From an optimization exercise on the open Yosys and OpenROAD flow, aimed at small area; shortcuts taken in it are not production practice. The RTL was checked by simulation tests, not by an equivalence proof against the original design. The flow treats the clock pin as an ideal source, which a real chip does not have.

## constraint.sdc

```tcl
create_clock -name core_clock -period 10.0 [get_ports {CLOCK_50}]
set_input_delay 2.0000 -clock core_clock [delete_from_list [all_inputs] [get_ports {CLOCK_50}]]
set_output_delay 2.0000 -clock core_clock [all_outputs]
set_load 0.01 [all_outputs]
```

## flow/resynth.tcl

```tcl
# Re-map the combinational logic of the standard synthesis netlist for area.
# The registers keep their instances, names and cell types; only the logic
# between them is re-mapped by ABC with the script named in RS_ABC.
yosys -import
set lib $::env(RS_LIB)
set in  $::env(RS_IN)
set out $::env(RS_OUT)
set script $::env(RS_ABC)
read_liberty -ignore_miss_func $lib
read_verilog $in
hierarchy -top spaceinvaders
set seq {}
foreach c [list dfxtp_1 dfxtp_2 dfxtp_4 edfxtp_1 dfrtp_1 dfstp_1 dfbbp_1 dfrbp_1 dfsbp_1 dfxbp_1 edfxbp_1 sdfxtp_1 conb_1 dlxtp_1] {
  lappend seq sky130_fd_sc_hd__$c
}
foreach m $seq { catch { setattr -mod -set keep_hierarchy 1 $m } }
flatten
foreach m $seq { catch { blackbox $m } }
opt -purge
set du {}
foreach p {*probe* *lpflow* *clkdly* *dlygate* *dlymetal* *clkbuf* *clkinv* *buf_16 *buf_12 *buf_8 *buf_6 *inv_16 *inv_12 *inv_8 *inv_6 *bufinv* *bufbuf* *conb*} { lappend du -dont_use $p }
abc -liberty $lib {*}$du -script $script
opt_clean -purge
hilomap -singleton -hicell sky130_fd_sc_hd__conb_1 HI -locell sky130_fd_sc_hd__conb_1 LO
yosys rename -enumerate -pattern tie_% t:sky130_fd_sc_hd__conb_1
yosys rename -hide w:*.*
# left out here: clear keep_hierarchy, clean up
stat -liberty $lib
write_verilog -noattr -nohex -nodec $out
```

## flow/run.sh

```bash
#!/bin/bash
# Own layout flow:
#  1. the standard synthesis (standard.sh synth), unchanged;
#  2. the combinational logic between the registers is re-mapped for area by
#     ABC with a few scripts (flow/*.abc); the smallest netlist is kept. The
#     registers keep their instances, names and cell types;
#  3. the standard layout (standard.sh finish) with one-size port buffers
#     and a clock tree of clkbuf_4 without dummy loads.
# Each tool writes its full output to a log file in this folder.
set -euo pipefail
R=orfs/results/$FLOW_PLATFORM/spaceinvaders/base
LIB=$FLOW_HOME/platforms/$FLOW_PLATFORM/lib/sky130_fd_sc_hd__tt_025C_1v80.lib
bash standard.sh synth > 1_synth.log 2>&1
cp $R/1_2_yosys.v $R/1_2_yosys_std.v
best=""; bestA=""
for s in flow/*.abc; do
  n=$(basename $s .abc)
  RS_LIB=$LIB RS_IN=$R/1_2_yosys_std.v RS_OUT=$R/rs_$n.v RS_ABC=$PWD/$s \
    yosys -c flow/resynth.tcl > 2_resynth_$n.log 2>&1 &
done
wait
for s in flow/*.abc; do
  n=$(basename $s .abc)
  a=$(grep "Chip area" 2_resynth_$n.log | tail -1 | awk '{print $NF}')
  echo "$n $a" >> 2_resynth_areas.log
  if [[ -n "$a" ]] && { [[ -z "$bestA" ]] || awk "BEGIN{exit !($a < $bestA)}"; }; then best=$n; bestA=$a; fi
done
echo "best $best $bestA" >> 2_resynth_areas.log
cp $R/rs_$best.v $R/1_2_yosys.v
bash standard.sh \
  "CTS_ARGS=-sink_clustering_enable -repair_clock_nets -dont_use_dummy_load -buf_list sky130_fd_sc_hd__clkbuf_4 -root_buf sky130_fd_sc_hd__clkbuf_4" \
  "BUFFER_PORTS_ARGS=-buffer_cell sky130_fd_sc_hd__buf_1" \
  CORE_UTILIZATION=70 \
  finish > 3_layout.log 2>&1
```

## config.mk

```make
export PLATFORM = sky130hd
export DESIGN_NAME = spaceinvaders
export DESIGN_NICKNAME = spaceinvaders
export VERILOG_FILES = /design/flow/design.v
export SDC_FILE = /design/flow/constraint.sdc
export NUM_CORES = 4
export LEC_CHECK = 0
export CAP_MARGIN = 20
export CORE_MARGIN = 2
export CORE_UTILIZATION = 40
export SLEW_MARGIN = 20
```

## flow/d6.abc

```
strash
balance -l
resub -K 6 -l
rewrite -l
resub -K 6 -N 2 -l
refactor -l
resub -K 8 -l
balance -l
resub -K 8 -N 2 -l
rewrite -l
resub -K 10 -l
rewrite -z -l
resub -K 10 -N 2 -l
balance -l
resub -K 12 -l
refactor -z -l
resub -K 12 -N 2 -l
rewrite -z -l
balance -l
balance -l
resub -K 6 -l
rewrite -l
resub -K 6 -N 2 -l
refactor -l
resub -K 8 -l
balance -l
resub -K 8 -N 2 -l
rewrite -l
resub -K 10 -l
rewrite -z -l
resub -K 10 -N 2 -l
balance -l
resub -K 12 -l
refactor -z -l
resub -K 12 -N 2 -l
rewrite -z -l
balance -l
&get -n
&st
&dch -f
&nf -p -a -F 8 -A 4 -C 32 -R 1000
&put
mfs2
strash
&get -n
&st
&dch -f
&nf -p -a -F 8 -A 4 -C 32 -R 1000
&put
mfs2
strash
&get -n
&st
&dch -f
&nf -p -a -F 8 -A 4 -C 32 -R 1000
&put
mfs2
strash
&get -n
&st
&dch -f
&nf -p -a -F 8 -A 4 -C 32 -R 1000
&put
mfs2
strash
&get -n
&st
&dch -f
&nf -p -a -F 8 -A 4 -C 32 -R 1000
&put
topo
```

## flow/d1.abc

```
strash
balance -l
resub -K 6 -l
rewrite -l
resub -K 6 -N 2 -l
refactor -l
resub -K 8 -l
balance -l
resub -K 8 -N 2 -l
rewrite -l
resub -K 10 -l
rewrite -z -l
resub -K 10 -N 2 -l
balance -l
resub -K 12 -l
refactor -z -l
resub -K 12 -N 2 -l
rewrite -z -l
balance -l
balance -l
resub -K 6 -l
rewrite -l
resub -K 6 -N 2 -l
refactor -l
resub -K 8 -l
balance -l
resub -K 8 -N 2 -l
rewrite -l
resub -K 10 -l
rewrite -z -l
resub -K 10 -N 2 -l
balance -l
resub -K 12 -l
refactor -z -l
resub -K 12 -N 2 -l
rewrite -z -l
balance -l
&get -n
&st
&dch -f
&nf -p -a -F 8 -A 4 -C 32 -R 1000
&put
mfs2
strash
&get -n
&st
&dch -f
&nf -p -a -F 8 -A 4 -C 32 -R 1000
&put
mfs2
strash
&get -n
&st
&dch -f
&nf -p -a -F 8 -A 4 -C 32 -R 1000
&put
topo
```

## design.v

```verilog
module spaceinvaders(
    input            CLOCK_50,
    input            resetn,
    input    [9:0]   SW,
    output   [6:0]   HEX0,
    output   [8:0]   VGA_X,
    output   [8:0]   VGA_Y,
    output   [2:0]   VGA_COLOUR,
    output           VGA_PLOT
    );
    localparam ME = 5'd0,  BF = 5'd1,  B0 = 5'd2,  BB = 5'd3,
               PI = 5'd4,  PD = 5'd5,  PE = 5'd6,  BU = 5'd7,
               CK = 5'd13, EG = 5'd14;
    localparam [1:0] GI = 2'd1, GD = 2'd2, GE = 2'd3;
    reg [4:0] cs;
    reg [1:0] dy;      
    reg [2:0] dx;      
    reg [7:0] px;      
    reg [8:0] ey;      
    reg [4:0] ex;      
    reg       dir;
    reg [7:0] bx;      
    reg [4:0] byi;     
    reg [4:0] hit;
    reg [8:0] fc;
    wire [1:0] grp = cs[4:3];
    wire [2:0] k = cs[2:0];
    wire isE = (grp != 2'd0) && !(k[2] && (k[1] || k[0]));
    wire isP = (cs == PI) || (cs == PD) || (cs == PE);
    wire isB = (cs == BF) || (cs == B0) || (cs == BB);
    wire isU = (cs == BU);
    wire shooting = (byi != 5'd0);
    wire ld  = (dy == 2'd0) && (dx == 3'd1);
    wire sel = isU && (shooting || (dx == 3'd7));
    wire mvl = (cs == PD) && (dy == 2'd3) && (dx == 3'd1);
    reg [7:0] xa;
    reg [8:0] ya;
    always @(*) begin
        if (isE || cs == ME) xa = {k, ex};
        else if (cs == CK || sel) xa = bx;
        else xa = px;
        if (isP || (isU && !sel)) ya = 9'd118;
        else if (sel) ya = {2'b00, byi, 2'b01};
        else ya = ey;
    end
    wire [2:0] kk = isE ? k : 3'd0;
    wire [5:0] toff = {3'b000, dx} - 6'd2 - {2'b00, kk, 1'b0};
    wire [7:0] xb = (cs == CK) ? {3'b111, ~ex} : mvl ? 8'd253 : isU ? {6'd0, ~sel, 1'b0} : {{2{toff[5]}}, toff};
    wire [1:0] yb = isU ? {1'b0, ~sel} : dy;
    wire [7:0] X = xa + xb;
    wire [8:0] Y = ya + {7'd0, yb};
    reg plot;
    reg [2:0] oc;
    always @(*) begin
        plot = 1'b0; oc = 3'b000;
        if (isB) begin
            plot = 1'b1; oc = (cs == BF) ? 3'b011 : 3'b000;
        end else if (isP) begin
            plot = (dy == 2'd0 && dx == 3'd2) || (dy == 2'd1 && dx != 3'd0 && !dx[2]);
            oc = (cs == PE) ? 3'b000 : 3'b011;
        end else if (isE) begin
            plot = !ld;
            oc = (grp == GE) ? 3'b000 : 3'b100;
        end else if (isU) begin
            plot = (dx == 3'd2) || (dx == 3'd5) || (dx == 3'd7);
            oc = (dx == 3'd5 && shooting) ? 3'b111 : 3'b000;
        end
    end
    assign VGA_PLOT = plot;
    assign VGA_X = {1'b0, X};
    assign VGA_Y = Y;
    assign VGA_COLOUR = oc;
    reg [4:0] win;
    always @(*) begin
        case (X)
            8'd253, 8'd254, 8'd255, 8'd0, 8'd1, 8'd2, 8'd3: win = 5'b00001;
            8'd27, 8'd28, 8'd29, 8'd30, 8'd31, 8'd32, 8'd33: win = 5'b00010;
            8'd57, 8'd58, 8'd59, 8'd60, 8'd61, 8'd62, 8'd63: win = 5'b00100;
            8'd87, 8'd88, 8'd89, 8'd90, 8'd91, 8'd92, 8'd93: win = 5'b01000;
            8'd117, 8'd118, 8'd119, 8'd120, 8'd121, 8'd122, 8'd123: win = 5'b10000;
            default: win = 5'b00000;
        endcase
    end
    wire yok = (Y[8:2] == {2'b00, byi});
    wire [4:0] newhit = win & ~hit & {5{yok}};
    wire fz = ~fc[8] & ~fc[7] & fc[6] & fc[2] & ~fc[1] & ~fc[0];
    wire k4 = k[2];
    always @(posedge CLOCK_50) begin
        if (!resetn) begin
            cs <= BF; dy <= 2'd1; dx <= 3'd3;
            px <= 8'd79; ey <= 9'd117; ex <= 5'd10; dir <= 1'b0;
            byi <= 5'd0; hit <= 5'd0;
        end else if (isE) begin
            if (ld && grp == GD && hit[k]) begin
                if (k4) begin cs <= CK; dy <= 2'd2; end
                else cs <= cs + 1'b1;
            end else if (dy == 2'd3 && dx == 3'd5) begin
                dy <= 2'd0; dx <= 3'd1;
                if (k4) begin
                    if (grp == GI) begin cs <= PE; dx <= 3'd0; end
                    else if (grp == GE) begin
                        cs <= ME;
                        if (dir) begin dy <= 2'd1; dx <= 3'd1; end
                        else begin dy <= 2'd2; dx <= 3'd3; end
                    end else begin cs <= CK; dy <= 2'd2; end
                end else cs <= cs + 1'b1;
            end else if (dy == 2'd3 && dx == 3'd1) begin
                dx <= 3'd5;
            end else if (dx == {1'b1, dy}) begin
                dy <= dy + 1'b1; dx <= {2'b00, ~dy[0]};
            end else dx <= dx + 1'b1;
        end else begin
            case (cs)
                BF: begin px <= X; cs <= B0; end
                B0: begin
                    if (X[7] & X[6] & X[5] & X[4]) begin px <= 8'd255; ey <= Y; cs <= BB; end
                    else px <= X;
                end
                BB: begin
                    if (X[7] & X[5]) begin px <= 8'd255; ey <= Y; end
                    else if (X[0] & Y[8] & Y[4] & Y[2] & Y[0]) begin
                        px <= 8'd80; ey <= 9'd10; cs <= PI; dy <= 2'd0; dx <= 3'd1;
                    end else px <= X;
                end
                PI, PD, PE: begin
                    if (dy == 2'd3) begin
                        if (dx == 3'd1) begin if (px != 8'd8) px <= X; end
                        else if (dx == 3'd5) begin if (px != 8'd152) px <= X; end
                        else if (!shooting) begin bx <= px; byi <= 5'd29; end
                        dy <= 2'd0; dx <= 3'd1;
                    end else if (ld && cs == PE && !fz) begin
                    end else if (dy == 2'd0 && dx == 3'd2) begin
                        dy <= 2'd1; dx <= 3'd1;
                    end else if (dy == 2'd1 && dx == 3'd3) begin
                        if (cs == PI) begin cs <= {GI, 3'd0}; dy <= 2'd0; dx <= 3'd1; end
                        else if (cs == PD) begin cs <= BU; dx <= 3'd0; end
                        else begin
                            cs <= PD;
                            if (SW[1]) begin dy <= 2'd3; dx <= 3'd1; end
                            else if (SW[0]) begin dy <= 2'd3; dx <= 3'd5; end
                            else if (SW[2]) begin dy <= 2'd3; dx <= 3'd2; end
                            else begin dy <= 2'd0; dx <= 3'd1; end
                        end
                    end else dx <= dx + 1'b1;
                end
                BU: begin
                    if (dx == 3'd3) begin
                        if (byi == 5'd2) dx <= 3'd6;
                        else begin
                            if (shooting) byi <= byi - 1'b1;
                            dx <= 3'd4;
                        end
                    end else if (dx == 3'd5 || dx == 3'd7) begin
                        if (dx[1]) byi <= 5'd0;
                        cs <= {GE, 3'd0}; dy <= 2'd0; dx <= 3'd1;
                    end else dx <= dx + 1'b1;
                end
                ME: begin
                    if (!dir && ex == 5'd30) begin ey <= Y; dir <= 1'b1; end
                    else if (dir && ex == 5'd10) begin ey <= Y; dir <= 1'b0; end
                    else ex <= X[4:0];
                    cs <= {GD, 3'd0}; dy <= 2'd0; dx <= 3'd1;
                end
                CK: begin
                    if (shooting && yok) hit <= hit | win;
                    if (shooting && (newhit != 5'd0)) byi <= 5'd0;
                    if (&hit) cs <= EG; else begin cs <= PE; dy <= 2'd0; dx <= 3'd0; end
                end
                default: cs <= EG;
            endcase
        end
    end
    always @(posedge CLOCK_50) begin
        if (!resetn) fc <= 9'd1;
        else if (SW[9]) fc <= fz ? 9'd1 : {fc[7:0], fc[8] ^ fc[4]};
    end
    wire s1 = hit[0] ^ hit[1] ^ hit[2];
    wire c1 = (hit[0] & hit[1]) | (hit[2] & (hit[0] ^ hit[1]));
    wire p0 = s1 ^ hit[3] ^ hit[4];
    wire c2 = (hit[3] & hit[4]) | (s1 & (hit[3] ^ hit[4]));
    wire p1 = c1 ^ c2;
    wire p2 = c1 & c2;
    assign HEX0[6] = ~p2 & ~p1;
    assign HEX0[5] = ~p2 & (p1 | p0);
    assign HEX0[4] = p2 | p0;
    assign HEX0[3] = ~p1 & (p0 ^ p2);
    assign HEX0[2] = p1 & ~p0;
    assign HEX0[1] = p2 & p0;
    assign HEX0[0] = ~p1 & (p0 ^ p2);
endmodule
```

## standard.sh

```bash
#!/bin/bash
# synth_recipe.tcl (not shown) runs the flow's synth.tcl, then flattens the netlist and writes it again
# the make line also repeats each setting of config.mk as NAME=value (left out here)
make -C /OpenROAD-flow-scripts/flow DESIGN_CONFIG=/design/flow/config.mk WORK_HOME=/design/flow/orfs CLKGATE_MAP_FILE= SYNTH_SCRIPT=/design/flow/synth_recipe.tcl "${@:-finish}"
```

## flow/c3.abc

```
strash
balance -l
resub -K 6 -l
rewrite -l
resub -K 6 -N 2 -l
refactor -l
resub -K 8 -l
balance -l
resub -K 8 -N 2 -l
rewrite -l
resub -K 10 -l
rewrite -z -l
resub -K 10 -N 2 -l
balance -l
resub -K 12 -l
refactor -z -l
resub -K 12 -N 2 -l
rewrite -z -l
balance -l
balance -l
resub -K 6 -l
rewrite -l
resub -K 6 -N 2 -l
refactor -l
resub -K 8 -l
balance -l
resub -K 8 -N 2 -l
rewrite -l
resub -K 10 -l
rewrite -z -l
resub -K 10 -N 2 -l
balance -l
resub -K 12 -l
refactor -z -l
resub -K 12 -N 2 -l
rewrite -z -l
balance -l
&get -n
&st
&dch -f
&nf -p -a -F 8 -A 4 -R 1000
&put
mfs2
strash
&get -n
&st
&dch -f
&nf -p -a -R 1000
&put
topo
```

## flow/d2.abc

```
strash
balance -l
resub -K 6 -l
rewrite -l
resub -K 6 -N 2 -l
refactor -l
resub -K 8 -l
balance -l
resub -K 8 -N 2 -l
rewrite -l
resub -K 10 -l
rewrite -z -l
resub -K 10 -N 2 -l
balance -l
resub -K 12 -l
refactor -z -l
resub -K 12 -N 2 -l
rewrite -z -l
balance -l
balance -l
resub -K 6 -l
rewrite -l
resub -K 6 -N 2 -l
refactor -l
resub -K 8 -l
balance -l
resub -K 8 -N 2 -l
rewrite -l
resub -K 10 -l
rewrite -z -l
resub -K 10 -N 2 -l
balance -l
resub -K 12 -l
refactor -z -l
resub -K 12 -N 2 -l
rewrite -z -l
balance -l
&get -n
&st
&synch2
&nf -p -a -F 8 -A 4 -C 32 -R 1000
&put
mfs2
strash
&get -n
&st
&dch -f
&nf -p -a -F 8 -A 4 -C 32 -R 1000
&put
topo
```

==> flow_summary.ini, run 1 <==
[outcome]
status = timing/DRC/antenna clean

[cells_and_area]
layout.nets = 571
stdcell_count = 627
area_growth_pct = 7.87
diodes = 0
register_area_mm2 = 0.00128
multi_input_area_mm2 = 0.00248
nFillCells = 388
design_area_mm2 = 0.00413
drive_gt1_share_pct = 2.15

[timing]
finClkSkew_ns = 0.0296
rsz0062_at_grt = false
post-route-period-util_pct = 82.5
fmax_mhz = 121
tightest_slew_ns = 0.904
hold_viol = 0
tns_ns = 0
final.min_clock_period_ns = 8.25
hold_slack_ns = 0.472
setup_viol = 0
drv_slew = 0
slew-limit-headroom_pct = 39.1

[clocking]
cts_tree = done
path_clk_slew_ns = 0.10
cts_root_buffer = clkbuf_4
clock_latency_ns = 0.42
clockBufferDepth = 2
cts_resized = 0
holdBufCountCts = 0
numCtsBuffers = 9
numClockSinks = 60
post_cts.repair.setup_buffers = 0
cts-htree-levels = 3

[floorplanning]
die_w_um = 78.0
die_h_um = 78.0
start_util_pct = 73.6
core_area_mm2 = 0.00520
io_pins = 41
dieArea_mm2 = 0.00608
placementRows = 26

[route]
drt_first_pass_iters = 9
antenna_left = 0
avgViaCountPerCell = 6.86
via_count = 4303
wl_per_cell_um = 17.9
drc = 0
drt_iter0_markers = 627
routed_wl_um = 11200

[placed_design]
gp_congestion = 1.04
placed_cells = 618
dpl-instance-area_mm2 = 0.00407
port_buffers = 33
hpwl_um = 8100

[global_routing]
grt_max_degree = 46
antenna_found_initial = 0
grt_usage_pct = 37.6
grt_pass1_vias = 3856
grt_first_pass_wirelength_um = 18200
gr-total-overflow = 0

[run]
cap_violations = 0

[critical_path]
cp_slowest_cell = o21ai_0
crit_type = register to output pin
cp_num_buf_inv = 3
r2r-start = byi[0]
crit_fanout = 10
setup.worst_path.start_class = register
worst_setup_path_end_kind = output pin
crit_family = simple AND/OR/NAND/NOR gates
cpPeakStageDelay_ns = 0.74
crit_path_cell_trace = or4_1 > nand2b_1 > o21ai_0 > nand2_1 > nor2_1 > nand2_1 > nand2_1 > and2_0 > nor2_1 > o21ai_0 > maj3_1 > maj3_1 > inv_1 > maj3_1 > nor3b_1 > mux2i_1 > xor2_1 > inv_1 > buf_1
critPathArrivalTime_ns = 6.25
startpoint = byi[0]
cp.required_ns = 8.00

[yosys]
syn_inst = 512
ys.warnings.count = 1
syn_avg_cell_area_um2 = 7.49
synth_nets = 524
synth_area_mm2 = 0.00383

[hold_path]
hold_path_startpoint = px[6]
min_path_type = register to register
## per-layer routing
| metal | part of all wire [%] | vias to the layer above | routed length (um) | GRT usage [%] |
|---|---|---|---|---|
| met3 | 11 | 80 | 1180 | 9.30 |
| met5 | 0 | - | 0 | 0 |
| met1 | 39 | 1932 | 4420 | 47.3 |
| met4 | 5.2 | 0 | 579 | 19.1 |
| li1 | - | 2000 | - | - |
| met2 | 45 | 291 | 5020 | 59.9 |
## sequential cells by signal, indices dropped and copies added, names as in the netlist
register / flops
cs: 5
ey: 9
ex: 5
dy: 2
bx: 8
hit: 5
px: 8
dir: 1
dx: 3
byi: 5
fc: 9
## worst paths after layout
path,endpoint,slack (ns),cells past startpoint
hold reg to reg,bx[6],0.47,0
hold / removal,bx[6],0.47,0
setup / recovery,VGA_X[7],1.75,19
setup reg to reg,ey[2],2.39,24
## cells in the final DEF (no fill, tap or decap), types with 4 or more instances in the layout
master and instances:
nand2_1 74, nor2_1 52, dfxtp_1 52, o21ai_0 41, a21oi_1 38, buf_1 33
nand3_1 29, xnor2_1 21, inv_1 20, nor3_1 16, nor2b_1 12, a22oi_1 11
o211ai_1 11, a22o_1 10, a31oi_1 10, and2_0 9, clkbuf_4 9, o22ai_1 8
edfxtp_1 8, xor2_1 7, nand2b_1 7, and3_1 6, nor4_1 6, nand4_1 6
mux2i_1 5, or3_1 5, maj3_1 5, o22a_1 5, o32ai_1 4
## per-stage QoR
step / util, % / setup WS, ns
final: 79.4 / 1.75
after CTS: 79.4 / 2.00
after global routing: 79.4 / 1.37
after detailed placement: 78.1 / 2.52
after floorplan: - / 3.64
after global placement: 78.1 / 2.69
## final cells by class
type / count / area share, %
multi-input combinational: 432 / 59.9
sequential: 60 / 31.0
timing repair buffer: 36 / 3.54
tap: 70 / 2.12
inverter: 20 / 1.82
clock buffer: 9 / 1.63
==> run 2: changes to the inputs <==
--- a/flow/run.sh
+++ b/flow/run.sh
@@ -30,5 +30,4 @@
 bash standard.sh \
   "CTS_ARGS=-sink_clustering_enable -repair_clock_nets -dont_use_dummy_load -buf_list sky130_fd_sc_hd__clkbuf_4 -root_buf sky130_fd_sc_hd__clkbuf_4" \
   "BUFFER_PORTS_ARGS=-buffer_cell sky130_fd_sc_hd__buf_1" \
-  CORE_UTILIZATION=70 \
   finish > 3_layout.log 2>&1
==> flow_summary.ini, run 2 <==
[global_routing]
grt_usage_pct = 24.0
grt_first_pass_wirelength_um = 19200
antenna_found_initial = 0
gr-total-overflow = 0
grt_max_degree = 46
grt_pass1_vias = 3673

[yosys]
syn_avg_cell_area_um2 = 7.49
synth_nets = 524
ys.warnings.count = 1
synth_area_mm2 = 0.00383
syn_inst = 512

[timing]
fmax_mhz = 122
slew-limit-headroom_pct = 39.2
drv_slew = 0
tightest_slew_ns = 0.912
rsz0062_at_grt = false
post-route-period-util_pct = 82.0
timing.final.ws_setup_ns = 1.80
final.min_clock_period_ns = 8.20
tns_ns = 0
finClkSkew_ns = 0.0435
hold_viol = 0
setup_viol = 0

[route]
drt_iter0_markers = 457
antenna_left = 0
routed-wl-met2_um = 5220
drc = 0
routed_wl_um = 12000
via_count = 4141
wl_met3_um = 1020
met1Wirelength_um = 5460
wl_per_cell_um = 17.4
avgViaCountPerCell = 6.03
top_layer = met4
drt_first_pass_iters = 5

[clocking]
post_cts.repair.setup_buffers = 0
cts_tree = done
cts-htree-levels = 3
cts_root_buffer = clkbuf_4
cts_resized = 0
numClockSinks = 60
holdBufCountCts = 0
path_clk_slew_ns = 0.11
clockBufferDepth = 2
numCtsBuffers = 9
clock_latency_ns = 0.42

[hold_path]
min_path_type = register to register

[floorplanning]
start_util_pct = 41.3
placementRows = 35
io_pins = 41
die_w_um = 102
dieArea_mm2 = 0.0104
core_area_mm2 = 0.00928
die_h_um = 102

[cells_and_area]
area_growth_pct = 10.0
most-common-layout-cells = nand2_1, nor2_1, dfxtp_1, o21ai_0, a21oi_1
reg_top3 = ey x9, fc x9
layout_commonest_cell = nand2_1
design_area_mm2 = 0.00422
fin_util_pct = 45.4
layout.nets = 572
drive_gt1_share_pct = 2.51
diodes = 0
nFillCells = 967

[outcome]
status = timing/DRC/antenna clean

[critical_path]
crit_type = register to output pin
worst_setup_path_end_kind = output pin
cp.required_ns = 8.00
critPathArrivalTime_ns = 6.20
crit_fanout = 14
setup.worst_path.start_class = register

[placed_design]
hpwl_um = 8660
place_ws_ns = 2.34
dpl-instance-area_mm2 = 0.00415
gp_congestion = 1.04
port_buffers = 33

[run]
cap_violations = 0
==> run 2: changes by cell type in the layout (fill, tap and decap cells not counted) <==
cell      previous run  this run
buf_1               33        32
buf_4                3         4
clkbuf_2             0         1
==> run 2: cell type report <==
class                           instances  area, um2  share of cell area, %
Inverter                               20       75.1                   1.78
Multi-Input combinational cell        432       2480                   58.7
Tap cell                              129        161                   3.83
Timing Repair Buffer                   37        155                   3.68
Clock buffer                            9       67.6                   1.60
Sequential cell                        60       1280                   30.4
==> run 2: routing by layer <==
metal	vias up	GRT usage, %
met3	38	5.20
met4	0	8.41
met2	194	35.7
met1	1903	34.3
met5	-	0
li1	2006	-
==> run 2: stage by stage <==
stage                     std cells  hold slack (ns)
after floorplan                 512            0.423
after CTS                       687            0.461
final                           687            0.461
after global routing            687            0.488
after global placement          678            0.437
after detailed placement        678            0.445
==> run 2: path summary, 6_finish.rpt <==
kind              startpoint        to  slack [ns]  cells after the start
hold reg to reg        ey[3]     ey[3]        0.46                      2
setup reg to reg      byi[2]     ey[0]        2.28                     24
setup / recovery       cs[2]  VGA_X[7]        1.80                     19
hold / removal         ey[3]     ey[3]        0.46                      2
==> run 2: worst max-delay path, stage by stage (launching register included) <==
cell     delay (ns)
dfxtp_1        0.65
nand2_1        0.39
nor2_1         0.60
o21ai_0        0.51
nand2_1        0.53
nor2_1         0.20
nand2_1        0.12
nand2_1        0.06
and2_0         0.22
nor2_1         0.10
o21ai_0        0.13
maj3_1         0.43
maj3_1         0.40
inv_1          0.09
maj3_1         0.19
nor3b_1        0.27
mux2i_1        0.13
xor2_1         0.45
inv_1          0.14
buf_1          0.16
==> run 3: changes to the inputs <==
--- a/flow/run.sh
+++ b/flow/run.sh
@@ -30,4 +30,5 @@
 bash standard.sh \
   "CTS_ARGS=-sink_clustering_enable -repair_clock_nets -dont_use_dummy_load -buf_list sky130_fd_sc_hd__clkbuf_4 -root_buf sky130_fd_sc_hd__clkbuf_4" \
   "BUFFER_PORTS_ARGS=-buffer_cell sky130_fd_sc_hd__buf_1" \
+  "PRE_CTS_TCL=$PWD/flow/pre_cts.tcl" \
   finish > 3_layout.log 2>&1
==> flow/pre_cts.tcl (new file) <==
# Clock tree by hand, run before ORFS's CTS step: the clock port drives four
# clkbuf_8 leaf buffers, each driving the registers of one quarter of the
# placed registers (split at the median x, then the median y). ORFS's
# clock_tree_synthesis is then told to skip these nets.
set cell sky130_fd_sc_hd__clkbuf_8
set block [ord::get_db_block]
set net [$block findNet CLOCK_50]
set sinks {}
foreach it [$net getITerms] {
  if {[$it isInputSignal]} {
    set inst [$it getInst]
    set loc [$inst getLocation]
    lappend sinks [list [lindex $loc 0] [lindex $loc 1] "[$inst getName]/[[$it getMTerm] getName]"]
  }
}
proc split2 {lst idx} {
  set s [lsort -integer -index $idx $lst]
  set h [expr {[llength $s] / 2}]
  return [list [lrange $s 0 [expr {$h - 1}]] [lrange $s $h end]]
}
set groups {}
foreach half [split2 $sinks 0] {
  foreach q [split2 $half 1] { lappend groups $q }
}
set i 0
foreach g $groups {
  set pins {}; set sx 0; set sy 0
  foreach s $g {
    lappend pins [get_pins [lindex $s 2]]
    set sx [expr {$sx + [lindex $s 0]}]; set sy [expr {$sy + [lindex $s 1]}]
  }
  set n [llength $g]
  set x [expr {$sx / $n / 1000.0}]; set y [expr {$sy / $n / 1000.0}]
  insert_buffer -buffer_cell $cell -net CLOCK_50 -load_pins $pins -location [list $x $y] \
    -buffer_name clkleaf_$i -net_name clknet_leaf_$i
  incr i
}
set skip [list CLOCK_50]
foreach it [[$block findNet CLOCK_50] getITerms] {
  foreach o [[$it getInst] getITerms] {
    if {[$o isOutputSignal]} {
      [$o getNet] setSigType CLOCK
      lappend skip [[$o getNet] getName]
    }
  }
}
puts "Hand-built clock tree: [llength $groups] leaf buffers; CTS skips $skip"
set_cts_config -skip_nets $skip
==> flow_summary.ini, run 3 <==
[yosys]
synth_nets = 524
ys.warnings.count = 1
synth_area_mm2 = 0.00383
syn_avg_cell_area_um2 = 7.49
syn_inst = 512

[timing]
finClkSkew_ns = 0.0129
setup_viol = 0
tightest_slew_ns = 0.901
hold_viol = 0
rsz0062_at_grt = false
tns_ns = 0
final.min_clock_period_ns = 7.90
drv_slew = 0
slew-limit-headroom_pct = 39.9
post-route-period-util_pct = 79.0
fmax_mhz = 127
hold_slack_ns = 0.458

[route]
antenna_left = 0
avgViaCountPerCell = 6.04
via_count = 4117
drt_iter0_markers = 385
drc = 0
drt_first_pass_iters = 7
wl_per_cell_um = 17.3
routed_wl_um = 11800

[global_routing]
grt_usage_pct = 22.7
use_met3_pct = 1.92
grt_first_pass_wirelength_um = 19000
antenna_found_initial = 0
grt_max_degree = 46
gr-total-overflow = 0
use_met1_pct = 34.0
top_usage_layer = met2
grt_use_met2_pct = 35.8
grt_pass1_vias = 3654

[floorplanning]
die_w_um = 102
die_h_um = 102
start_util_pct = 41.3
core_area_mm2 = 0.00928
dieArea_mm2 = 0.0104
io_pins = 41
placementRows = 35

[clocking]
clock_latency_ns = 0.16
holdBufCountCts = 0
path_clk_slew_ns = 0.10
cts_resized = 0
post_cts.repair.setup_buffers = 0

[critical_path]
cpPeakStageDelay_ns = 0.65
crit_fanout = 14
cp.required_ns = 8.00
crit_top_cell = nand2_1
crit_type = register to output pin
cp_num_buf_inv = 3
crit_family = simple AND/OR/NAND/NOR gates
worst_setup_path_end_kind = output pin
cp_slowest_cell = dfxtp_1
critPathArrivalTime_ns = 5.90
setup.worst_path.start_class = register
crit_path_cell_trace = nand2_1 > nor2_1 > o21ai_0 > nand2_1 > nor2_1 > nand2_1 > nand2_1 > and2_0 > nor2_1 > o21ai_0 > maj3_1 > maj3_1 > inv_1 > maj3_1 > nor3b_1 > mux2i_1 > xor2_1 > inv_1 > buf_1

[placed_design]
hpwl_um = 8660
port_buffers = 33
dpl-instance-area_mm2 = 0.00415
gp_congestion = 1.04

[run]
cap_violations = 0

[cells_and_area]
reg_top3 = ey x9, fc x9
drive_gt1_share_pct = 1.63
layout.nets = 567
most-common-layout-cells = nand2_1, nor2_1, dfxtp_1, o21ai_0, a21oi_1
layout_commonest_cell = nand2_1
diodes = 0
area_growth_pct = 9.70
design_area_mm2 = 0.00420

[outcome]
status = timing/DRC/antenna clean

[hold_path]
min_path_type = register to register
## run 3: cell type report, clock buffers not listed
class / count / area [um2]
tap: 129 / 161
fill: 966 / 5080
sequential: 60 / 1280
multi-input combinational: 432 / 2480
inverter: 20 / 75.1
timing repair buffer: 37 / 155
## run 3: worst min-delay path, stage by stage (launching register included)
cell     delay (ns)
dfxtp_1        0.33
inv_1          0.05
a21oi_1        0.05
## run 3: worst paths after layout
check / from / to / slack [ns] / cells after the start
worst min register to register: ey[3] / ey[3] / 0.46 / 2
worst min-delay path: ey[3] / ey[3] / 0.46 / 2
worst max register to register: byi[2] / ey[2] / 2.37 / 24
worst max-delay path: cs[2] / VGA_X[7] / 2.10 / 19
## run 3: per-stage QoR
| step | utilization [%] | setup WS [ns] | instances |
|---|---|---|---|
| 2_1_floorplan | - | 3.64 | 512 |
| 3_3_place_gp | 44.7 | 2.44 | 678 |
| 3_5_place_dp | 44.7 | 2.34 | 678 |
| 4_1_cts | 45.3 | 2.33 | 682 |
| 5_1_grt | 45.3 | 1.67 | 682 |
| 6_report | 45.3 | 2.10 | 682 |
## run 3: layer usage
metal / wire length [um] / up-vias
li1: - / 2000
met1: 5420 / 1898
met2: 5270 / 197
met3: 853 / 22
met4: 248 / 0
met5: 0 / -
==> run 4: changes to the inputs <==
--- a/flow/run.sh
+++ b/flow/run.sh
@@ -31,4 +31,5 @@
   "CTS_ARGS=-sink_clustering_enable -repair_clock_nets -dont_use_dummy_load -buf_list sky130_fd_sc_hd__clkbuf_4 -root_buf sky130_fd_sc_hd__clkbuf_4" \
   "BUFFER_PORTS_ARGS=-buffer_cell sky130_fd_sc_hd__buf_1" \
   "PRE_CTS_TCL=$PWD/flow/pre_cts.tcl" \
+  MATCH_CELL_FOOTPRINT=0 \
   finish > 3_layout.log 2>&1
==> flow_summary.ini, run 4 <==
[timing]
slew-limit-headroom_pct = 39.9
fmax_mhz = 127
tightest_slew_ns = 0.901
hold_slack_ns = 0.458
drv_slew = 0
rsz0062_at_grt = false
hold_viol = 0
post-route-period-util_pct = 79.0
finClkSkew_ns = 0.0129
final.min_clock_period_ns = 7.90
timing.final.ws_setup_ns = 2.10
setup_viol = 0
tns_ns = 0

[placed_design]
port_buffers = 33
placed_cells = 678
hpwl_um = 8660
place_ws_ns = 2.34
gp_congestion = 1.04

[yosys]
ys.warnings.count = 1
syn_inst = 512
synth_nets = 524
synth_area_mm2 = 0.00383
syn_avg_cell_area_um2 = 7.49

[floorplanning]
dieArea_mm2 = 0.0104
placementRows = 35
die_w_um = 102
io_pins = 41
core_area_mm2 = 0.00928
start_util_pct = 41.3
die_h_um = 102

[critical_path]
cp_num_buf_inv = 3
startpoint = cs[2]
cpPeakStageDelay_ns = 0.65
worst_setup_path_end_kind = output pin
setup.worst_path.start_class = register
path_depth = 19
worstRegToRegCells = 24
setup.worst_path.end = VGA_X[7]
crit_fanout = 14
cp.required_ns = 8.00
rrSetupSlack_ns = 2.37
crit_path_cell_trace = nand2_1 > nor2_1 > o21ai_0 > nand2_1 > nor2_1 > nand2_1 > nand2_1 > and2_0 > nor2_1 > o21ai_0 > maj3_1 > maj3_1 > inv_1 > maj3_1 > nor3b_1 > mux2i_1 > xor2_1 > inv_1 > buf_1
crit_top_cell = nand2_1
r2r-start = byi[2]
cp_slowest_cell = dfxtp_1
crit_family = simple AND/OR/NAND/NOR gates
critPathArrivalTime_ns = 5.90
worst_r2r_endpoint = ey[2]
crit_type = register to output pin

[cells_and_area]
nFillCells = 966
area_growth_pct = 9.70
drive_gt1_share_pct = 1.63
diodes = 0
layout.nets = 567
reg_top3 = ey x9, fc x9
stdcell_count = 682
layout_commonest_cell = nand2_1
most-common-layout-cells = nand2_1, nor2_1, dfxtp_1, o21ai_0, a21oi_1

[clocking]
holdBufCountCts = 0
post_cts.repair.setup_buffers = 0
cts_resized = 0
clock_latency_ns = 0.16
path_clk_slew_ns = 0.10

[route]
wl_per_cell_um = 17.3
drt_first_pass_iters = 7
drc = 0
avgViaCountPerCell = 6.04
drt_iter0_markers = 385
routed_wl_um = 11800
antenna_left = 0
via_count = 4117

[global_routing]
grt_first_pass_wirelength_um = 19000
grt_pass1_vias = 3654
antenna_found_initial = 0
grt_max_degree = 46
grt_usage_pct = 22.7
gr-total-overflow = 0

[outcome]
status = timing/DRC/antenna clean

[hold_path]
min_path_type = register to register

[run]
cap_violations = 0
## run 4: cell counts in the layout (fill, tap and decap cells not counted)
No cell type changed its count.
## run 4: worst register-to-register path, stage by stage, from the launching register on
cell and delay (ns):
dfxtp_1 0.40, or4_1 0.59, nand2b_1 0.25, o21ai_0 0.69, nand2_1 0.51, nor2_1 0.42, nand2_1 0.11, nand2_1 0.08
and2_0 0.24, nor2_1 0.06, o21ai_0 0.28, maj3_1 0.30, maj3_1 0.24, inv_1 0.07, maj3_1 0.38, xnor2_1 0.68
and2_0 0.25, nand2_1 0.09, nor2_1 0.24, nor2_1 0.11, a21oi_1 0.18, nor2b_1 0.65, a21oi_1 0.38, a22oi_1 0.24
nand2_1 0.07
## run 4: layer usage
| layer | global-route usage [%] | wire, um |
|---|---|---|
| met1 | 34.0 | 5420 |
| met2 | 35.8 | 5270 |
| met3 | 1.92 | 853 |
| met4 | 4.62 | 248 |
| met5 | 0 | 0 |
## run 4: cell type report, clock buffers not listed
cell class | instances | area [um2] | area share (%)
inverters | 20 | 75.1 | 1.79
multi-input cells | 432 | 2480 | 58.9
flip-flops and latches | 60 | 1280 | 30.5
well taps | 129 | 161 | 3.84
repair buffers | 37 | 155 | 3.69
## run 4: worst min-delay path by stage
stage / from / to / slack (ns) / cells past startpoint
detailed placement: ey[3] / ey[3] / 0.44 / 2
global route: ey[3] / ey[3] / 0.49 / 2
global placement: ey[3] / ey[3] / 0.44 / 2
floorplan: ey[3] / ey[3] / 0.42 / 2
finish: ey[3] / ey[3] / 0.46 / 2
CTS: ey[3] / ey[3] / 0.45 / 2
## run 4: stage by stage
step | util [%] | cell area (um2)
finish | 45.3 | 4200
global route | 45.3 | 4200
CTS | 45.3 | 4200
detailed placement | 44.7 | 4150
global placement | 44.7 | 4150
floorplan | - | 3830
==> run 5: changes to the inputs <==
==> flow/run.sh (replaced) <==
#!/bin/bash
# Own layout flow:
#  1. the standard synthesis (standard.sh synth), unchanged;
#  2. the combinational logic between the registers is re-mapped for area by
#     ABC (flow/resynth.tcl) with the scripts flow/*.abc; each round starts
#     from the smallest netlist so far, until a round finds nothing smaller.
#     The registers keep their instances, names and cell types;
#  3. the standard layout (standard.sh finish) with buf_1 port buffers,
#     70% core utilisation and a hand-built clock tree (flow/pre_cts.tcl):
#     the clock port drives four clkbuf_8, each driving a quarter of the
#     registers.
# Each tool writes its full output to a log file in this folder.
set -euo pipefail
R=orfs/results/$FLOW_PLATFORM/spaceinvaders/base
LIB=$FLOW_HOME/platforms/$FLOW_PLATFORM/lib/sky130_fd_sc_hd__tt_025C_1v80.lib
bash standard.sh synth > 1_synth.log 2>&1
cp $R/1_2_yosys.v $R/rs_best.v
bestA=999999999
for round in 1 2 3 4 5 6; do
  for s in flow/*.abc; do
    n=$(basename $s .abc)
    RS_LIB=$LIB RS_IN=$R/rs_best.v RS_OUT=$R/rs_${round}_$n.v RS_ABC=$PWD/$s \
      yosys -c flow/resynth.tcl > 2_resynth_${round}_$n.log 2>&1 &
  done
  wait || true
  improved=0
  for s in flow/*.abc; do
    n=$(basename $s .abc)
    a=$(grep "Chip area" 2_resynth_${round}_$n.log | tail -1 | awk '{print $NF}' || true)
    echo "round $round $n ${a:-failed}" >> 2_resynth_areas.log
    if [[ -n "$a" ]] && awk "BEGIN{exit !($a < $bestA)}"; then
      bestA=$a; cp $R/rs_${round}_$n.v $R/rs_next.v; improved=1
    fi
  done
  if [[ $improved == 1 ]]; then mv $R/rs_next.v $R/rs_best.v; else break; fi
done
echo "kept $bestA" >> 2_resynth_areas.log
cp $R/rs_best.v $R/1_2_yosys.v
bash standard.sh \
  "CTS_ARGS=-sink_clustering_enable -repair_clock_nets -dont_use_dummy_load -buf_list sky130_fd_sc_hd__clkbuf_4 -root_buf sky130_fd_sc_hd__clkbuf_4" \
  "BUFFER_PORTS_ARGS=-buffer_cell sky130_fd_sc_hd__buf_1" \
  "PRE_CTS_TCL=$PWD/flow/pre_cts.tcl" \
  CORE_UTILIZATION=70 \
  finish > 3_layout.log 2>&1
==> flow/e3.abc (new file) <==
strash
balance -l
resub -K 6 -l
rewrite -l
resub -K 6 -N 2 -l
refactor -l
resub -K 8 -l
balance -l
resub -K 8 -N 2 -l
rewrite -l
resub -K 10 -l
rewrite -z -l
resub -K 10 -N 2 -l
balance -l
resub -K 12 -l
refactor -z -l
resub -K 12 -N 2 -l
rewrite -z -l
balance -l
balance -l
resub -K 6 -l
rewrite -l
resub -K 6 -N 2 -l
refactor -l
resub -K 8 -l
balance -l
resub -K 8 -N 2 -l
rewrite -l
resub -K 10 -l
rewrite -z -l
resub -K 10 -N 2 -l
balance -l
resub -K 12 -l
refactor -z -l
resub -K 12 -N 2 -l
rewrite -z -l
balance -l
&get -n
&st
&dch -f
&nf -p -a -F 8 -A 4 -C 32 -R 1000
&put
mfs2
strash
&get -n
&st
&dch -f
&nf -p -a -F 8 -A 4 -C 32 -R 1000
&put
mfs2
strash
&get -n
&st
&dch -f
&nf -p -a -F 8 -A 4 -C 32 -R 1000
&put
mfs2
strash
&get -n
&st
&dch -f
&nf -p -a -F 8 -A 4 -C 32 -R 1000
&put
mfs2
strash
&get -n
&st
&dch -f
&nf -p -a -F 8 -A 4 -C 32 -R 1000
&put
mfs2
strash
&get -n
&st
&dch -f
&nf -p -a -F 8 -A 4 -C 32 -R 1000
&put
mfs2
strash
&get -n
&st
&dch -f
&nf -p -a -F 8 -A 4 -C 32 -R 1000
&put
topo
removed: flow/d2.abc
==> flow_summary.ini, run 5 <==
[clocking]
cts_resized = 0
path_clk_slew_ns = 0.10
clock_latency_ns = 0.16
holdBufCountCts = 0
post_cts.repair.setup_buffers = 0

[global_routing]
grt_pass1_vias = 3928
gr-total-overflow = 0
grt_first_pass_wirelength_um = 18200
grt_max_degree = 44
grt_usage_pct = 36.5
antenna_found_initial = 0

[timing]
final.min_clock_period_ns = 8.00
hold_viol = 0
slew-limit-headroom_pct = 27.5
post-route-period-util_pct = 80.0
tightest_slew_ns = 1.08
finClkSkew_ns = 0.0145
tns_ns = 0
timing.final.ws_setup_ns = 2.00
setup_viol = 0
rsz0062_at_grt = false
fmax_mhz = 125
drv_slew = 0

[yosys]
syn_inst = 509
synth_nets = 521
synth_area_mm2 = 0.00381
syn_avg_cell_area_um2 = 7.49
ys.warnings.count = 1

[cells_and_area]
fin_util_pct = 79.2
reg_top3 = ey x9, fc x9
layout_commonest_cell = nand2_1
most-common-layout-cells = nand2_1, nor2_1, dfxtp_1, o21ai_0, a21oi_1
layout.nets = 562
drive_gt1_share_pct = 1.09
area_growth_pct = 7.38
design_area_mm2 = 0.00410
nFillCells = 385
diodes = 0

[route]
drc = 0
wl_per_cell_um = 17.7
antenna_left = 0
via_count = 4236
routed_wl_um = 10900
drt_iter0_markers = 586
drt_first_pass_iters = 5
avgViaCountPerCell = 6.85

[floorplanning]
die_h_um = 77.8
die_w_um = 77.8
io_pins = 41
core_area_mm2 = 0.00517
start_util_pct = 73.8
placementRows = 26
dieArea_mm2 = 0.00606

[critical_path]
rrSetupSlack_ns = 2.74
r2r-start = cs[3]
worst_setup_path_end_kind = output pin
crit_fanout = 11
cp.required_ns = 8.00
setup.worst_path.start_class = register
crit_type = register to output pin
critPathArrivalTime_ns = 6.00
worstRegToRegCells = 27
worst_r2r_endpoint = byi[0]

[placed_design]
hpwl_um = 8100
port_buffers = 33
place_ws_ns = 2.48
dpl-instance-area_mm2 = 0.00404
gp_congestion = 0.974

[hold_path]
min_path_type = register to register
whs_path_depth = 2
hold_path_startpoint = ey[4]
min_to = ey[4]

[outcome]
status = timing/DRC/antenna clean

[run]
cap_violations = 0
## run 5: through the flow
stage          hold slack (ns)  instances
4_1_cts                  0.473        618
6_report                 0.493        618
3_5_place_dp             0.462        614
3_3_place_gp             0.454        614
2_1_floorplan            0.443        509
5_1_grt                  0.510        618
## run 5: worst max path at each step
stage                       from       end  slack (ns)  cells after the start
after global routing       cs[3]  VGA_X[7]        1.61                     20
after global placement     cs[3]  VGA_X[7]        2.63                     19
after detailed placement   cs[3]  VGA_X[7]        2.48                     20
final                      cs[3]  VGA_X[7]        2.00                     20
after floorplan           byi[1]  VGA_X[7]        3.93                     16
after CTS                  cs[3]  VGA_X[7]        2.43                     20
## run 5: layer usage
| layer | up-vias | part of all wire (%) | GRT usage [%] |
|---|---|---|---|
| li1 | 1978 | - | - |
| met1 | 1934 | 41 | 49.6 |
| met2 | 264 | 44 | 59.0 |
| met3 | 60 | 10 | 4.65 |
| met4 | 0 | 4.4 | 14.3 |
| met5 | - | 0 | 0 |
## run 5: critical path, cell delays in order, from the launching register on
cell	delay, ns
dfxtp_1	0.42
nor2_1	0.27
nand2_1	0.33
nor2_1	0.68
o21ai_0	0.61
nand2_1	0.54
nor2_1	0.18
a22oi_1	0.23
nand2_1	0.13
nand2_1	0.11
o21ai_0	0.14
inv_1	0.11
maj3_1	0.19
nor2_1	0.06
nor2_1	0.11
nor2_1	0.08
maj3_1	0.39
nor3_1	0.24
mux2i_1	0.12
xnor2_1	0.68
buf_1	0.22
## run 5: area by class of cell, clock buffers not listed
type / count / area [um2] / area share (%)
Multi-Input combinational cell: 436 / 2480 / 60.7
Sequential cell: 60 / 1280 / 31.3
Tap cell: 70 / 87.6 / 2.14
Inverter: 13 / 48.8 / 1.19
Timing Repair Buffer: 35 / 139 / 3.39
==> run 6: changes to the inputs <==
--- a/flow/run.sh
+++ b/flow/run.sh
@@ -40,5 +40,5 @@
   "CTS_ARGS=-sink_clustering_enable -repair_clock_nets -dont_use_dummy_load -buf_list sky130_fd_sc_hd__clkbuf_4 -root_buf sky130_fd_sc_hd__clkbuf_4" \
   "BUFFER_PORTS_ARGS=-buffer_cell sky130_fd_sc_hd__buf_1" \
   "PRE_CTS_TCL=$PWD/flow/pre_cts.tcl" \
-  CORE_UTILIZATION=70 \
+  CORE_UTILIZATION=70 CAP_MARGIN=5 SLEW_MARGIN=5 \
   finish > 3_layout.log 2>&1
==> flow_summary.ini, run 6 <==
[floorplanning]
start_util_pct = 73.8
core_area_mm2 = 0.00517
dieArea_mm2 = 0.00606
die_w_um = 77.8
placementRows = 26
io_pins = 41
die_h_um = 77.8

[route]
routed_wl_um = 10900
drc = 0
via_count = 4236
drt_first_pass_iters = 5
avgViaCountPerCell = 6.85
drt_iter0_markers = 586
antenna_left = 0
wl_per_cell_um = 17.7

[clocking]
clock_latency_ns = 0.16
path_clk_slew_ns = 0.10
cts_resized = 0
holdBufCountCts = 0
post_cts.repair.setup_buffers = 0

[yosys]
ys.warnings.count = 1
syn_inst = 509
syn_avg_cell_area_um2 = 7.49
synth_nets = 521
synth_area_mm2 = 0.00381

[cells_and_area]
layout_commonest_cell = nand2_1
most-common-layout-cells = nand2_1, nor2_1, dfxtp_1, o21ai_0, a21oi_1
drive_gt1_share_pct = 1.09
layout.nets = 562
nFillCells = 385
reg_top3 = ey x9, fc x9
diodes = 0
area_growth_pct = 7.38

[critical_path]
critPathArrivalTime_ns = 6.00
worst_setup_path_end_kind = output pin
crit_fanout = 11
cp.required_ns = 8.00
crit_type = register to output pin
setup.worst_path.start_class = register

[timing]
finClkSkew_ns = 0.0145
post-route-period-util_pct = 80.0
fmax_mhz = 125
setup_viol = 0
drv_slew = 0
final.min_clock_period_ns = 8.00
slew-limit-headroom_pct = 27.5
tns_ns = 0
tightest_slew_ns = 1.08
timing.final.ws_setup_ns = 2.00
rsz0062_at_grt = false
hold_viol = 0

[global_routing]
grt_max_degree = 44
grt_pass1_vias = 3928
antenna_found_initial = 0
grt_usage_pct = 36.5
grt_first_pass_wirelength_um = 18200
gr-total-overflow = 0

[placed_design]
port_buffers = 33
gp_congestion = 0.974
hpwl_um = 8100
place_ws_ns = 2.48

[hold_path]
min_path_type = register to register

[run]
cap_violations = 0

[outcome]
status = timing/DRC/antenna clean
==> run 6: cell type report, clock buffers not listed <==
type | count | area, um2 | share of cell area (%)
Timing Repair Buffer | 35 | 139 | 3.39
Multi-Input combinational cell | 436 | 2480 | 60.7
Inverter | 13 | 48.8 | 1.19
Sequential cell | 60 | 1280 | 31.3
Tap cell | 70 | 87.6 | 2.14
==> run 6: metrics by stage <==
| step | hold slack [ns] | utilization (%) | std cells | cell area, um2 |
|---|---|---|---|---|
| 3_5_place_dp | 0.462 | 78.1 | 614 | 4040 |
| 5_1_grt | 0.510 | 79.2 | 618 | 4100 |
| 6_report | 0.493 | 79.2 | 618 | 4100 |
| 4_1_cts | 0.473 | 79.2 | 618 | 4100 |
| 2_1_floorplan | 0.443 | - | 509 | 3810 |
| 3_3_place_gp | 0.454 | 78.1 | 614 | 4040 |
==> run 6: path summary, 6_finish.rpt <==
| kind | cells past startpoint | from | slack (ns) | to |
|---|---|---|---|---|
| setup / recovery | 20 | cs[3] | 2.00 | VGA_X[7] |
| hold / removal | 2 | ey[4] | 0.49 | ey[4] |
| setup reg to reg | 27 | cs[3] | 2.74 | byi[0] |
| hold reg to reg | 2 | ey[4] | 0.49 | ey[4] |
==> run 6: metal layers <==
| layer | share of wire, % | up-vias | GRT usage [%] |
|---|---|---|---|
| met5 | 0 | - | 0 |
| met4 | 4.4 | 0 | 14.3 |
| met3 | 10 | 60 | 4.65 |
| met2 | 44 | 264 | 59.0 |
| met1 | 41 | 1934 | 49.6 |
| li1 | - | 1978 | - |
==> run 6: worst max-delay path: stages, from the launching register on <==
cell and delay, ns:
dfxtp_1 0.42, nor2_1 0.27, nand2_1 0.33, nor2_1 0.68, o21ai_0 0.61, nand2_1 0.54, nor2_1 0.18, a22oi_1 0.23
nand2_1 0.13, nand2_1 0.11, o21ai_0 0.14, inv_1 0.11, maj3_1 0.19, nor2_1 0.06, nor2_1 0.11, nor2_1 0.08
maj3_1 0.39, nor3_1 0.24, mux2i_1 0.12, xnor2_1 0.68, buf_1 0.22
==> run 7: changes to the inputs <==
==> flow/run.sh (replaced) <==
#!/bin/bash
# Own layout flow:
#  1. the standard synthesis (standard.sh synth), unchanged;
#  2. the combinational logic between the registers is re-mapped for area by
#     ABC (flow/resynth.tcl) with the scripts flow/*.abc, in rounds that start
#     from the smallest netlists so far; the smallest netlist is kept.
#     The registers keep their instances, names and cell types;
#  3. the standard layout (standard.sh finish) with buf_1 port buffers,
#     70% core utilisation and a hand-built clock tree (flow/pre_cts.tcl):
#     the clock port drives four clkbuf_8, each driving a quarter of the
#     registers.
# Each tool writes its full output to a log file in this folder.
set -euo pipefail
R=orfs/results/$FLOW_PLATFORM/spaceinvaders/base
LIB=$FLOW_HOME/platforms/$FLOW_PLATFORM/lib/sky130_fd_sc_hd__tt_025C_1v80.lib
bash standard.sh synth > 1_synth.log 2>&1
# Beam search over re-mapped netlists: each round re-maps the BEAM smallest
# netlists so far with every script; it stops when a round finds nothing
# smaller. Four re-mappings run at a time.
BEAM=3
cp $R/1_2_yosys.v $R/rs_0.v
echo "999999999 $R/rs_0.v" > 2_resynth_pool.log
best=999999999
for round in 1 2 3 4 5 6; do
  head -n $BEAM 2_resynth_pool.log | awk '{print $2}' > 2_resynth_starts.log
  i=0
  while read -r start; do
    for s in flow/*.abc; do
      i=$((i+1))
      n=$(basename $s .abc)
      out=$R/rs_${round}_$i.v
      log=2_resynth_${round}_${i}_$n.log
      ( RS_LIB=$LIB RS_IN=$start RS_OUT=$out RS_ABC=$PWD/$s \
          yosys -c flow/resynth.tcl > $log 2>&1 || true
        a=$(grep "Chip area" $log | tail -1 | awk '{print $NF}' || true)
        if [[ -n "$a" && -s $out ]]; then echo "$a $out" >> 2_resynth_pool.log; fi ) &
      if (( i % 4 == 0 )); then wait; fi
    done
  done < 2_resynth_starts.log
  wait
  sort -n -u 2_resynth_pool.log -o 2_resynth_pool.log
  nb=$(head -n 1 2_resynth_pool.log | awk '{print $1}')
  echo "round $round best $nb" >> 2_resynth_areas.log
  if awk "BEGIN{exit !($nb >= $best)}"; then break; fi
  best=$nb
done
cp "$(head -n 1 2_resynth_pool.log | awk '{print $2}')" $R/rs_best.v
echo "kept $(head -n 1 2_resynth_pool.log)" >> 2_resynth_areas.log
cp $R/rs_best.v $R/1_2_yosys.v
bash standard.sh \
  "CTS_ARGS=-sink_clustering_enable -repair_clock_nets -dont_use_dummy_load -buf_list sky130_fd_sc_hd__clkbuf_4 -root_buf sky130_fd_sc_hd__clkbuf_4" \
  "BUFFER_PORTS_ARGS=-buffer_cell sky130_fd_sc_hd__buf_1" \
  "PRE_CTS_TCL=$PWD/flow/pre_cts.tcl" \
  CORE_UTILIZATION=70 \
  finish > 3_layout.log 2>&1
==> flow_summary.ini, run 7 <==
[critical_path]
cp_num_buf_inv = 2
cp_slowest_cell = nor2_1
crit_fanout = 11
critPathArrivalTime_ns = 6.00
crit_family = simple AND/OR/NAND/NOR gates
setup.worst_path.start_class = register
crit_type = register to output pin
worst_setup_path_end_kind = output pin
crit_path_cell_trace = nor2_1 > nand2_1 > nor2_1 > o21ai_0 > nand2_1 > nor2_1 > a22oi_1 > nand2_1 > nand2_1 > o21ai_0 > inv_1 > maj3_1 > nor2_1 > nor2_1 > nor2_1 > maj3_1 > nor3_1 > mux2i_1 > xnor2_1 > buf_1
crit_top_cell = nor2_1
cpPeakStageDelay_ns = 0.68
cp.required_ns = 8.00

[yosys]
synth_nets = 521
syn_avg_cell_area_um2 = 7.49
syn_inst = 509
ys.warnings.count = 1
synth_area_mm2 = 0.00381

[global_routing]
antenna_found_initial = 0
grt_usage_pct = 36.5
gr-total-overflow = 0
grt_first_pass_wirelength_um = 18200
grt_pass1_vias = 3928
grt_max_degree = 44

[cells_and_area]
diodes = 0
fin_util_pct = 79.2
layout.nets = 562
reg_top3 = ey x9, fc x9
stdcell_count = 618
drive_gt1_share_pct = 1.09
design_area_mm2 = 0.00410
most-common-layout-cells = nand2_1, nor2_1, dfxtp_1, o21ai_0, a21oi_1
layout_commonest_cell = nand2_1
area_growth_pct = 7.38

[route]
via_count = 4236
wl_per_cell_um = 17.7
antenna_left = 0
drt_first_pass_iters = 5
drc = 0
drt_iter0_markers = 586
routed_wl_um = 10900
avgViaCountPerCell = 6.85

[timing]
finClkSkew_ns = 0.0145
tns_ns = 0
tightest_slew_ns = 1.08
fmax_mhz = 125
hold_slack_ns = 0.493
setup_viol = 0
post-route-period-util_pct = 80.0
rsz0062_at_grt = false
drv_slew = 0
hold_viol = 0
slew-limit-headroom_pct = 27.5
timing.final.ws_setup_ns = 2.00
final.min_clock_period_ns = 8.00

[run]
cap_violations = 0

[outcome]
status = timing/DRC/antenna clean

[floorplanning]
core_area_mm2 = 0.00517
placementRows = 26
die_w_um = 77.8
io_pins = 41
start_util_pct = 73.8
die_h_um = 77.8
dieArea_mm2 = 0.00606

[placed_design]
place_ws_ns = 2.48
dpl-instance-area_mm2 = 0.00404
gp_congestion = 0.974
placed_cells = 614
port_buffers = 33
hpwl_um = 8100

[clocking]
post_cts.repair.setup_buffers = 0
holdBufCountCts = 0
clock_latency_ns = 0.16
cts_resized = 0
path_clk_slew_ns = 0.10

[hold_path]
min_path_type = register to register
-- run 7: worst paths after layout --
check / from / end / slack (ns) / cells past startpoint
worst max register to register: cs[3] / byi[0] / 2.74 / 27
worst max-delay path: cs[3] / VGA_X[7] / 2.00 / 20
worst min-delay path: ey[4] / ey[4] / 0.49 / 2
worst min register to register: ey[4] / ey[4] / 0.49 / 2
-- run 7: layer usage --
| metal | wire length (um) | GRT usage, % | up-vias |
|---|---|---|---|
| met5 | 0 | 0 | - |
| met4 | 484 | 14.3 | 0 |
| met3 | 1110 | 4.65 | 60 |
| met2 | 4830 | 59.0 | 264 |
| met1 | 4510 | 49.6 | 1934 |
| li1 | - | - | 1978 |
-- run 7: worst min-delay path: cells and delay by family, from the launching register on --
family / cells / cell delay (ns)
AO/OA/AOI/OAI: 1 / 0.07
AND/OR/NAND/NOR: 1 / 0.06
flip-flops: 1 / 0.35
-- run 7: final cells by class, clock buffers not listed --
type                    instances  area (um2)
multi-input cells             436        2480
flip-flops and latches         60        1280
fillers                       385        1080
repair buffers                 35         139
well taps                      70        87.6
inverters                      13        48.8

[afterwards: timing with drivers on the ports]
How much do the figures lean on ideal ports? The routed layouts below were timed once more, with nothing changed but the port constraints. Step 1, drivers: a clkbuf_16 drives CLOCK_50 and a buf_2 each remaining input, both assumed. Step 2 times the ports against the registers' clock, not the clock port: input delays grow and output delays shrink by t, the midpoint of the rising clock arrivals with the driver on. a / b / c = no drivers / after step 1 / after step 2; a / b = the first two.
run	t (ns)	slack for setup (ns)	worst setup path at the end	worst register clock-pin slew, ns	worst slew at a driven data input, ns
run 1	0.435	1.746 / 1.717 / 2.153	register to output	0.10 / 0.10	0.03
run 2	0.431	1.801 / 1.770 / 2.201	register to output	0.11 / 0.11	0.03
run 3	0.218	2.103 / 2.039 / 2.257	register to output	0.10 / 0.10	0.03
run 4	0.218	2.103 / 2.039 / 2.257	register to output	0.10 / 0.10	0.03
run 5	0.221	2.005 / 1.937 / 2.158	register to output	0.10 / 0.10	0.03
run 6	0.221	2.005 / 1.937 / 2.158	register to output	0.10 / 0.10	0.03
run 7	0.221	2.005 / 1.937 / 2.158	register to output	0.10 / 0.10	0.03
After both steps every run listed still meets setup and hold.
